From an optimization exercise on the open Yosys and OpenROAD flow, aimed at small area, a short achievable clock period and few clock cycles; shortcuts taken in it are not production practice. The RTL was checked by simulation tests, not by an equivalence proof against the original design. The flow treats the clock pin as an ideal source. Dropping or thinning the clock tree relies on that and would not hold on a real chip. No activity file was given, so power comes from the tool's default toggle rates.

== oak ==
## LZ77_Encoder
module LZ77_Encoder(clk,reset,chardata,valid,encode,finish,offset,match_len,char_nxt);
Size in the first run: ~900 cells after synthesis, ~300 flip-flops, ~31 I/O pins, about 10000 µm² of cells after synthesis.
clock: 16.5 ns
lec_check: 0
cap_margin: 35
core_margin: 2
core_utilization: 40
slew_margin: 35
synth_memory_max_bits: 8192
standard.sh (not shown) runs the stock make flow with config.mk's settings and CLKGATE_MAP_FILE= SYNTH_SCRIPT=/design/flow/synth_recipe.tcl, a recipe that flattens the netlist after the stock synthesis.
==> flow/flow/run.sh <==
#!/bin/bash
# Standard ORFS layout with three changes: port buffers are buf_4, timing
# repair aims for a short period (the SDC is unchanged), and the clock tree is
# a balanced two-level tree built in a PRE_CTS hook (mytree.tcl).
set -uo pipefail
W=$PWD
F=$W/flow
export MY_CTS_LEAVES=${MY_CTS_LEAVES:-12}
export MY_CTS_ROOTS=${MY_CTS_ROOTS:-4}
export MY_CTS_LEAF_CELL=${MY_CTS_LEAF_CELL:-sky130_fd_sc_hd__clkbuf_16}
export MY_CTS_ROOT_CELL=${MY_CTS_ROOT_CELL:-sky130_fd_sc_hd__clkbuf_16}
bash standard.sh \
  SETUP_SLACK_MARGIN=${MY_SETUP_MARGIN:-12.4} \
  "BUFFER_PORTS_ARGS=-buffer_cell sky130_fd_sc_hd__buf_4" \
  PRE_CTS_TCL=$F/cts_hook.tcl \
  finish > $W/make_finish.log 2>&1
rc=$?
cp -f $W/orfs/logs/*/LZ77_Encoder/base/*.log $W/ 2>/dev/null
exit $rc
==> flow/flow/cts_hook.tcl <==
# PRE_CTS hook: build the clock tree here (mytree.tcl) and make the CTS
# step's clock_tree_synthesis call a no-op, so the rest of the step (placement
# legalisation and timing repair) runs on this tree.
source [file join [file dirname [info script]] mytree.tcl]
build_clock_tree $::env(MY_CTS_LEAVES) $::env(MY_CTS_ROOTS) $::env(MY_CTS_LEAF_CELL) $::env(MY_CTS_ROOT_CELL)
set_propagated_clock [all_clocks]
rename clock_tree_synthesis tritoncts_unused
proc clock_tree_synthesis { args } {
  puts "clock tree built by flow/mytree.tcl; TritonCTS not run"
}
Other scripts of this flow, unchanged in this note and not shown: flow/flow/mytree.tcl
Testbench counts of oak, summed over its fixed seeds: cycles 12,360.
## Diff of input files: pine against oak
==> flow/flow/run.sh <==
#!/bin/bash
# Standard ORFS layout (the standard.sh) with these changes:
# - the clock tree is a balanced two-level buffer tree built in a PRE_CTS hook
#   (cts_hook.tcl, mytree.tcl) in place of TritonCTS;
# - timing repair aims for a short period through SETUP_SLACK_MARGIN (the SDC,
#   and so the clock period and I/O delays, are unchanged);
# - port buffers start as buf_1 (repair upsizes those on critical paths);
# - ABC's buffers are removed at floorplan (REMOVE_ABC_BUFFERS).
# Each step's log is copied next to make_finish.log when the flow ends.
set -uo pipefail
W=$PWD
F=$W/flow
export MY_CTS_LEAVES=${MY_CTS_LEAVES:-12}
export MY_CTS_ROOTS=${MY_CTS_ROOTS:-4}
export MY_CTS_LEAF_CELL=${MY_CTS_LEAF_CELL:-sky130_fd_sc_hd__buf_12}
export MY_CTS_ROOT_CELL=${MY_CTS_ROOT_CELL:-sky130_fd_sc_hd__buf_8}
bash standard.sh \
  SETUP_SLACK_MARGIN=${MY_SETUP_MARGIN:-12.4} \
  "BUFFER_PORTS_ARGS=-buffer_cell ${MY_PORT_BUF:-sky130_fd_sc_hd__buf_1}" \
  PRE_CTS_TCL=$F/cts_hook.tcl REMOVE_ABC_BUFFERS=1 ${MY_EXTRA:-} \
  finish > $W/make_finish.log 2>&1
rc=$?
cp -f $W/orfs/logs/*/LZ77_Encoder/base/*.log $W/ 2>/dev/null
exit $rc
Results
Compared with oak, pine shows a sequential share of layout area that is 1.3 points higher.
Combinational share of power: pine > oak
Measured against pine, the power attributed to the clock group of oak comes out at 1.08 times the reference value.
In every run of this note, the design's own scripts or RTL, not TritonCTS, make the clock network.


Setup of v6:
LZ77_Encoder, a different RTL version from the one above (not shown whole).
Size in the first run: ~900 cells after synthesis, about 300 flip-flops, ~10000 sq um of cells after synthesis.
Design LZ77_Encoder, start of the top module:
module LZ77_Encoder(clk,reset,chardata,valid,encode,finish,offset,match_len,char_nxt);
input               clk;
input               reset;
input       [7:0]   chardata;
output  reg         valid;
output  reg         encode;
output  reg         finish;
output  reg [4:0]   offset;
output  reg [4:0]   match_len;
output      [7:0]   char_nxt;
	reg  [7:0]  cur;             
	reg  [7:0]  hist [0:29];     
	reg  [4:0]  cnt;             
	reg  [4:0]  len;             
	reg  [29:0] alive;           
	reg         last;            
	assign char_nxt = hist[0];
	wire        en = (cnt != 5'd0);
	wire [29:0] eq;
	wire [29:0] vld;
	genvar k;
	generate
		for (k = 0; k < 30; k = k + 1) begin : CMP
			assign eq[k]  = (cur == hist[k]);
			assign vld[k] = (cnt > k + 1);
		end
	endgenerate
	wire [29:0] a       = alive & vld & eq;
	wire        emit    = (len == 5'd24) | ~|a;
	wire        restart = ~en | emit;
	reg [4:0] maxk;
	integer i;
	always @(*) begin
		maxk = 5'd0;
		for (i = 0; i < 30; i = i + 1)
			if (alive[i]) maxk = i;
	end
	integer j;
	always @(posedge clk) begin
		cur <= chardata;
		hist[0] <= cur;
		for (j = 1; j < 30; j = j + 1)
			hist[j] <= hist[j-1];
		if (reset)
			cnt <= 5'd0;
		else if (cnt != 5'd31)
			cnt <= cnt + 5'd1;
		len   <= restart ? 5'd0 : len + 5'd1;
		alive <= a | {30{restart}};
		valid <= ~reset & en & emit;
		match_len <= len;
		offset    <= (len == 5'd0) ? 5'd0 : maxk;
		last   <= ~reset & en & (cur == 8'h24);
		finish <= ~reset & (finish | last);
		encode <= reset | ~(finish | last);
	end
endmodule
clock: 16.5 ns
lec_check: 0
cap_margin: 35
core_margin: 2
core_utilization: 40
slew_margin: 35
synth_memory_max_bits: 8192
==> flow/flow/run.sh <==
#!/bin/bash
# Standard ORFS layout (the standard.sh) with these changes:
# - the clock tree is a balanced two-level buffer tree built in a PRE_CTS hook
#   (cts_hook.tcl, mytree.tcl) in place of TritonCTS;
# - timing repair aims for a short period through SETUP_SLACK_MARGIN (the SDC,
#   and so the clock period and I/O delays, are unchanged);
# - port buffers start as buf_1 (repair upsizes those on critical paths);
# - ABC's buffers are removed at floorplan (REMOVE_ABC_BUFFERS), and the
#   combinational logic is then resynthesised for area (floorplan_hook.tcl).
# Each step's log is copied next to make_finish.log when the flow ends.
set -uo pipefail
W=$PWD
F=$W/flow
export MY_CTS_LEAVES=${MY_CTS_LEAVES:-12}
export MY_CTS_ROOTS=${MY_CTS_ROOTS:-4}
export MY_CTS_LEAF_CELL=${MY_CTS_LEAF_CELL:-sky130_fd_sc_hd__buf_12}
export MY_CTS_ROOT_CELL=${MY_CTS_ROOT_CELL:-sky130_fd_sc_hd__buf_8}
bash standard.sh \
  SETUP_SLACK_MARGIN=${MY_SETUP_MARGIN:-12.4} \
  "BUFFER_PORTS_ARGS=-buffer_cell ${MY_PORT_BUF:-sky130_fd_sc_hd__buf_1}" \
  PRE_CTS_TCL=$F/cts_hook.tcl REMOVE_ABC_BUFFERS=1 POST_FLOORPLAN_TCL=$F/floorplan_hook.tcl ${MY_EXTRA:-} \
  finish > $W/make_finish.log 2>&1
rc=$?
cp -f $W/orfs/logs/*/LZ77_Encoder/base/*.log $W/ 2>/dev/null
exit $rc
Scripts as last shown in full above: flow/flow/cts_hook.tcl
Other scripts of this flow, unchanged in this note and not shown: flow/flow/floorplan_hook.tcl, flow/flow/mytree.tcl
Testbench counts of v6, summed over its fixed seeds: cycles 12,360.
--- input diff v6..v7 ---
--- a/flow/flow/run.sh
+++ b/flow/flow/run.sh
@@ -15,5 +15,5 @@
 export MY_CTS_ROOTS=${MY_CTS_ROOTS:-4}
 export MY_CTS_LEAF_CELL=${MY_CTS_LEAF_CELL:-sky130_fd_sc_hd__buf_12}
-export MY_CTS_ROOT_CELL=${MY_CTS_ROOT_CELL:-sky130_fd_sc_hd__buf_8}
+export MY_CTS_ROOT_CELL=${MY_CTS_ROOT_CELL:-sky130_fd_sc_hd__buf_12}
 bash standard.sh \
   SETUP_SLACK_MARGIN=${MY_SETUP_MARGIN:-12.4} \
## What came out
- Summary: worst slew margin relative to its limit, v7 better than v6
- On detailed-route wire length per cell, v7 and v6 are basically level.
- Between v7 and v6, the difference in final instance count without filler cells is negligible.
- Re power density normalized to cell area: v7 and v6 aren't equal, and the lower value belongs to v6.
- In the flow results for v7 and v6, the total power is smaller on v6.
- On final cycle utilization of the critical path, v7 and v6 are basically level.
- Going from v6 to v7, cell-internal power grew slightly.
- The leakage power of the design of v7 and that of v6 are within noise of each other.
- For the worst hold slack after final layout, v7 came in 0.0057 ns higher than v6 did.
In every run of this note, the design's own scripts or RTL, not TritonCTS, make the clock network.

afterwards: timing with drivers on the ports:
Ports are ideal in the flow. The routed layouts listed here were re-timed in OpenROAD.
Step 1 sets driving cells, clkbuf_16 on the clock port and buf_2 on the other inputs (assumed; they add their load-dependent delay and slew).
Step 2 also shifts input and output timing later by t, the mid clock arrival at the registers, as if the neighbouring blocks saw the same clock.
Slacks: ideal / step 1 / step 2; pairs: ideal / step 1.
run	shift t [ns]	setup slack, ns	slew at the worst register clock pin (ns)
oak	0.399	12.383 / 12.296 / 12.632	0.10 / 0.10
pine	0.365	12.422 / 12.328 / 12.583	0.11 / 0.11
v6	0.358	12.422 / 12.336 / 12.208	0.10 / 0.10
v7	0.350	12.434 / 12.342 / 12.221	0.10 / 0.10
After both steps setup and hold are still met in every run listed. The setup slack of v6, which loses most, moves by -0.086 ns with the drivers and by -0.214 ns with both steps.
